This design comes from an exercise in tuning for a short achievable clock period and few clock cycles per item on the open sky130 flow, not from production work. At most, simulation tests tie the RTL to the original design; equivalence was not proved.

==> v39 <==
Design mm_gcd, start of the top module:
module mm_gcd (
    clock,
    reset,
    a,
    b,
    c,
    start,
    finished
);
clock: 5.0 ns
lec_check: 0
cap_margin: 20
core_margin: 2
core_utilization: 40
setup_slack_margin: 0.3
slew_margin: 20
tns_end_percent: 100
run.sh (not shown) runs the stock make flow with config.mk's settings and CLKGATE_MAP_FILE= SYNTH_SCRIPT=/design/flow/synth_recipe.tcl, a recipe that flattens the netlist after the stock synthesis.
==> inputs of v2, as changes to v39 <==
==> flow/design.v (replaced) <==
`timescale 1ns/10ps
module mm_gcd (
    clock,
    reset,
    a,
    b,
    c,
    start,
    finished
);
input clock;
input reset;
input [31:0] a;
input [31:0] b;
output [31:0] c;
input start;
output finished;
reg [32:0] u;      
reg [32:0] v;      
reg [4:0] k;
reg fin;
reg fix;
reg bneg;          
wire [31:0] mag = u[32] ? {~u[31:1], 1'b1} : u[31:0];
assign finished = fin;
assign c = mag << k;
function [4:0] ctz32;
    input [31:0] x;
    integer i;
    begin
        ctz32 = 5'd0;
        for (i = 31; i >= 0; i = i - 1)
            if (x[i]) ctz32 = i;
    end
endfunction
function [5:0] ctz33;
    input [32:0] x;
    integer i;
    begin
        ctz33 = 6'd0;
        for (i = 32; i >= 0; i = i - 1)
            if (x[i]) ctz33 = i;
    end
endfunction
function [43:0] step;
    input [32:0] l;
    input [32:0] s;
    input neg;
    reg [34:0] le, y, p, g, z, r, need;
    reg [7:0] sel;
    reg [2:0] t;
    reg more, unit, none, w1;
    integer i;
    begin
        le = {{2{l[32]}}, l};
        y = {{2{s[32]}}, s} ^ {{34{neg}}, 1'b0};    
        p = le ^ y;
        g = le & y;
        z = p ^ ((le | y) << 1);
        more = (z[9:2] == 8'd0);
        none = 1'b1;
        for (i = 0; i < 7; i = i + 1) begin
            sel[i] = z[i+2] & none;
            none = none & ~z[i+2];
        end
        sel[7] = none;
        t = {sel[4] | sel[5] | sel[6] | sel[7], sel[2] | sel[3] | sel[6] | sel[7],
             sel[1] | sel[3] | sel[5] | sel[7]};
        unit = 1'b0;
        w1 = 1'b0;
        for (i = 2; i < 10; i = i + 1) begin
            need = ((le & y) | ((le | y) & ~(35'd1 << i))) << 1;
            unit = unit | (sel[i-2] & ((p ^ (35'd1 << i)) == need));
            need = ((le & y) | ((le | y) & ~(-(35'd1 << i)))) << 1;
            unit = unit | (sel[i-2] & ((p ^ (-(35'd1 << i))) == need));
            w1 = w1 | (sel[i-2] & (p[i+1] ^ g[i]));
        end
        r = le + y;
        step = {r[34:2], t, more, unit, w1};
    end
endfunction
wire [4:0] za = ctz32(a);
wire [4:0] zb = ctz32(b);
wire [31:0] ao = a >> za;
wire [31:0] bo = b >> zb;
wire a_zero = (a == 32'd0);
wire b_zero = (b == 32'd0);
wire a_pow2 = ((a & (a - 32'd1)) == 32'd0);
wire b_pow2 = ((b & (b - 32'd1)) == 32'd0);
wire [33:0] sum_uv = {u[32], u} + {v[32], v};
wire [33:0] dif_uv = {u[32], u} - {v[32], v};
wire gt = (sum_uv[33] == dif_uv[33]);           
wire eq = (u == v) || (u[32:1] == ~v[32:1]);   
wire [32:0] ru, rv;
wire [2:0] tu, tv;
wire mu, mv, nu, nv, w1u, w1v;
assign {ru, tu, mu, nu, w1u} = step(u, v, bneg);
assign {rv, tv, mv, nv, w1v} = step(v, u, bneg);
wire [39:0] wux = {{7{ru[32]}}, ru} >> tu;      
wire [32:0] wu = wux[32:0];
wire [39:0] wvx = {{7{rv[32]}}, rv} >> tv;
wire [32:0] wv = wvx[32:0];
wire ou = nu && !mu;
wire ov = nv && !mv;
wire [5:0] zu = ctz33(u);
wire [65:0] ufx = {{33{u[32]}}, u} >> zu;
wire [32:0] uf = ufx[32:0];                    
always @(posedge clock) begin
    if (reset == 0) begin
        fin <= 1'b1;
        fix <= 1'b0;
    end
    else if (start) begin
        fix <= 1'b0;
        if (a_zero || b_zero) begin
            fin <= 1'b1;
            u <= {1'b0, a | b};
            k <= 5'd0;
        end
        else begin
            k <= (za < zb) ? za : zb;
            u <= (a_pow2 || b_pow2) ? 33'd1 : {1'b0, ao};
            v <= {1'b0, bo};
            fin <= a_pow2 || b_pow2 || (a == b);
            bneg <= (ao[1] == bo[1]);
        end
    end
    else if (!fin) begin
        if (fix) begin
            fix <= 1'b0;
            if (u == 33'd0) begin
                u <= v;
                fin <= 1'b1;
            end
            else begin
                u <= uf;
                fin <= (uf == 33'd1) || (uf == {33{1'b1}});
                bneg <= (uf[1] == v[1]);
            end
        end
        else if (eq) begin
            fin <= 1'b1;
        end
        else if (gt) begin
            u <= wu;
            fin <= ou && !mu;
            fix <= mu;
            bneg <= (w1u == v[1]);
        end
        else begin
            u <= wv;
            v <= u;
            fin <= ov && !mv;
            fix <= mv;
            bneg <= (w1v == u[1]);
        end
    end
end
endmodule
CORE_UTILIZATION = 30   (was 40)
SETUP_SLACK_MARGIN = 1.0   (was 0.3)
==> inputs of v18, as changes to v39 <==
--- a/flow/design.v
+++ b/flow/design.v
@@ -17,15 +17,14 @@
 output finished;
 reg [32:0] u;      
 reg [32:0] v;      
 reg [35:0] m;      
 reg [4:0] k;
 reg fin;
 reg fix;
-reg bneg;          
 wire [31:0] mag = u[32] ? {~u[31:1], 1'b1} : u[31:0];
 assign finished = fin;
 assign c = mag << k;
 function [4:0] ctz32;
     input [31:0] x;
     integer i;
     begin
@@ -120,23 +119,23 @@
     input l1;
     reg [35:0] se;
     begin
         se = {{3{s[32]}}, s};
         pm = (l1 == s[1]) ? (~se ^ 36'd1) : se;
     end
 endfunction
-function [92:0] step;
+function [48:0] step;
     input [35:0] x;
     input [35:0] y;
     input [2:0] o;
     reg [35:0] p, g, z, r, need;
     reg [7:0] sel;
     reg [2:0] t, lo;
-    reg [39:0] q;
-    reg more, unit, none, eqp, eqn, w1;
+    reg [4:0] q;
+    reg more, unit, none, eqp, eqn;
     integer i;
     begin
         p = x ^ y;
         g = x & y;
         z = p ^ ((x | y) << 1);
         more = (z[9:2] == 8'd0);
         none = 1'b1;
@@ -144,57 +143,48 @@
             sel[i] = z[i+2] & none;
             none = none & ~z[i+2];
         end
         sel[7] = none;
         t = {sel[4] | sel[5] | sel[6] | sel[7], sel[2] | sel[3] | sel[6] | sel[7],
              sel[1] | sel[3] | sel[5] | sel[7]};
         unit = 1'b0;
-        w1 = 1'b0;
+        q = 5'd0;
         for (i = 2; i < 10; i = i + 1) begin
             need = ((x & y) | ((x | y) & ~(36'd1 << i))) << 1;
             eqp = ((p ^ (36'd1 << i)) == need);
             need = ((x & y) | ((x | y) & ~(-(36'd1 << i)))) << 1;
             eqn = ((p ^ (-(36'd1 << i))) == need);
             unit = unit | (sel[i-2] & (eqp | eqn));
             lo = {p[i+3] ^ (g[i+2] | (p[i+2] & g[i+1]) | (p[i+2] & p[i+1] & g[i])),
                   p[i+2] ^ (g[i+1] | (p[i+1] & g[i])),
                   p[i+1] ^ g[i]};
-            q[5*(i-2) +: 5] = qtab(lo, o);
-            w1 = w1 | (sel[i-2] & lo[0]);
+            q = q | ({5{sel[i-2]}} & qtab(lo, o));
         end
         r = x + y;
-        step = {r[35:2], t, more, unit, sel, q, w1};
-    end
-endfunction
-function [143:0] mults;
+        step = {r[35:2], t, more, unit, q};
+    end
+endfunction
+function [287:0] mults;
     input [32:0] s;
-    reg [35:0] se;
+    reg [35:0] se, sn;
     begin
         se = {{3{s[32]}}, s};
-        mults = {se, se + (se << 1), se + (se << 2), (se << 3) - se};
+        sn = ~se ^ 36'd1;                   
+        mults = {se, se + (se << 1), se + (se << 2), (se << 3) + sn,
+                 sn, sn + (sn << 1), sn + (sn << 2), (sn << 3) + se};
     end
 endfunction
 function [35:0] pick;
-    input [143:0] ms;
+    input [287:0] ms;
     input [4:0] q;
     begin
-        pick = (({36{q[3]}} & ms[143:108]) | ({36{q[2]}} & ms[107:72]) |
-                ({36{q[1]}} & ms[71:36]) | ({36{q[0]}} & ms[35:0])) ^
-               ({36{q[4]}} & ~36'd1);
-    end
-endfunction
-function [35:0] next_m;
-    input [143:0] ms;
-    input [7:0] sel;
-    input [39:0] q;
-    integer i;
-    begin
-        next_m = 36'd0;
-        for (i = 0; i < 8; i = i + 1)
-            next_m = next_m | ({36{sel[i]}} & pick(ms, q[5*i +: 5]));
+        pick = ({36{~q[4] & q[3]}} & ms[287:252]) | ({36{~q[4] & q[2]}} & ms[251:216]) |
+               ({36{~q[4] & q[1]}} & ms[215:180]) | ({36{~q[4] & q[0]}} & ms[179:144]) |
+               ({36{q[4] & q[3]}} & ms[143:108]) | ({36{q[4] & q[2]}} & ms[107:72]) |
+               ({36{q[4] & q[1]}} & ms[71:36]) | ({36{q[4] & q[0]}} & ms[35:0]);
     end
 endfunction
 wire [4:0] za = ctz32(a);
 wire [4:0] zb = ctz32(b);
 wire [31:0] ao = a >> za;
 wire [31:0] bo = b >> zb;
 wire a_zero = (a == 32'd0);
@@ -203,27 +193,24 @@
 wire b_pow2 = ((b & (b - 32'd1)) == 32'd0);
 wire [33:0] sum_uv = {u[32], u} + {v[32], v};
 wire [33:0] dif_uv = {u[32], u} - {v[32], v};
 wire gt = (sum_uv[33] == dif_uv[33]);           
 wire eq = (u == v) || (u[32:1] == ~v[32:1]);   
 wire [33:0] ru, rv;
 wire [2:0] tu, tv;
-wire [7:0] su, sv;
-wire [39:0] qnu, qnv;
-wire w1u, w1v;
+wire [4:0] qnu, qnv;
 wire mu, mv, nu, nv;
-wire [35:0] ue = {{3{u[32]}}, u};
-assign {ru, tu, mu, nu, su, qnu, w1u} = step(ue, m, v[3:1]);
-assign {rv, tv, mv, nv, sv, qnv, w1v} = step({{3{v[32]}}, v}, ue ^ {{35{bneg}}, 1'b0}, u[3:1]);
+assign {ru, tu, mu, nu, qnu} = step({{3{u[32]}}, u}, m, v[3:1]);
+assign {rv, tv, mv, nv, qnv} = step({{3{v[32]}}, v}, pm(u, v[1]), u[3:1]);
 wire [40:0] wux = {{7{ru[33]}}, ru} >> tu;      
 wire [32:0] wu = wux[32:0];
 wire [40:0] wvx = {{7{rv[33]}}, rv} >> tv;
 wire [32:0] wv = wvx[32:0];
-wire [35:0] m_gt = next_m(mults(v), su, qnu);
-wire [35:0] m_le = next_m(mults(u), sv, qnv);
+wire [35:0] m_gt = pick(mults(v), qnu);
+wire [35:0] m_le = pick(mults(u), qnv);
 wire [5:0] zu = ctz33(u);
 wire [65:0] ufx = {{33{u[32]}}, u} >> zu;
 wire [32:0] uf = ufx[32:0];                    
 always @(posedge clock) begin
     if (reset == 0) begin
         fin <= 1'b1;
         fix <= 1'b0;
@@ -236,46 +223,42 @@
             k <= 5'd0;
         end
         else begin
             k <= (za < zb) ? za : zb;
             u <= (a_pow2 || b_pow2) ? 33'd1 : {1'b0, ao};
             v <= {1'b0, bo};
             m <= pm({1'b0, bo}, ao[1]);
-            bneg <= (ao[1] == bo[1]);
             fin <= a_pow2 || b_pow2 || (a == b);
         end
     end
     else if (!fin) begin
         if (fix) begin
             fix <= 1'b0;
             if (u == 33'd0) begin
                 u <= v;
                 fin <= 1'b1;
             end
             else begin
                 u <= uf;
                 m <= pm(v, uf[1]);
-                bneg <= (uf[1] == v[1]);
                 fin <= (uf == 33'd1) || (uf == {33{1'b1}});
             end
         end
         else if (eq) begin
             fin <= 1'b1;
         end
         else if (gt) begin
             u <= wu;
             fin <= nu && !mu;
             fix <= mu;
             m <= m_gt;
-            bneg <= (w1u == v[1]);
         end
         else begin
             u <= wv;
             v <= u;
             fin <= nv && !mv;
             fix <= mv;
             m <= m_le;
-            bneg <= (w1v == u[1]);
         end
     end
 end
 endmodule
==> qor summary <==
	v39	v2	v18
Status	failed layout checks	complete, no violations	failed layout checks
Layout check failures	setup timing	-	setup timing
Combined buffer and inverter count along the critical path	10	6	7
Total iterations of the first detailed-routing run	22	6	8
Number of global-route vias before repair	79400	27800	60000
Met3 Track Usage GR	27.9%	4.80%	8.31%
CP dominant cell by count	sky130_fd_sc_hd__buf_4	sky130_fd_sc_hd__buf_12	-
Total vias in the final route	86000	30300	63300
Capture endpoint of the worst hold path	fin	fix	fix
Actual transition at the worst max-transition pin	1.34 ns	1.12 ns	1.18 ns
Path depth of the worst reg2reg path	23	20	24
Xor and xnor area share after synthesis	11.7%	8.16%	9.64%
Initial Utilization	40.2%	30.4%	40.4%
GRT met1 Usage	65.4%	38.4%	52.1%
Worst reg2reg path endpoint	m[30]	u[25]	m[10]
Storage cell area	3280 sq um	2200 sq um	3250 sq um
Net count reported at finish	10300	4351	8916
Count leader, synth	sky130_fd_sc_hd__nand2_1	sky130_fd_sc_hd__nor2_1	sky130_fd_sc_hd__a21oi_1
Cells resized by post-CTS repair	364	135	221
Routed WL per cell	37.9 microns	26.9 microns	28.4 microns
Seq cells post-synth	110	74	109
Max Clock Skew	0.0286 ns	0.00955 ns	0.0250 ns
Minimum period implied by the final worst setup slack	5.24 ns	4.54 ns	5.37 ns
Fraction of standard cell area that is sequential	3.89%	6.06%	4.81%
Testbench counts of v2, summed over its fixed seeds: cycles 28,447, items 2,400.
No functional check of the RTL was part of v39 and v18.

-- port drivers added, routing unchanged --
No port has a modelled driver above. Below, the same layouts with a new extraction and two added sets of constraints. Step 1 assumes that a clkbuf_16 drives the clock port and a buf_2 every other input. Step 2, shift: input delay + t, output delay - t, t = (earliest + latest rising clock arrival at the registers) / 2. This alone moves slack from input paths to output paths. a / b / c = no drivers / after step 1 / after step 2; a / b = the first two.
run	t, ns	setup slack, ns	worst setup path after step 2	worst slew at a driven data input, ns
v39	0.493	-0.235 / -0.235 / -0.372	input to register	0.10
v2	0.431	0.456 / 0.456 / 0.419	input to register	0.05
v18	0.479	-0.368 / -0.368 / -0.462	input to register	0.07
The setup slack of v39, which loses most, moves by 0.000 ns with the drivers and by -0.137 ns with both steps.
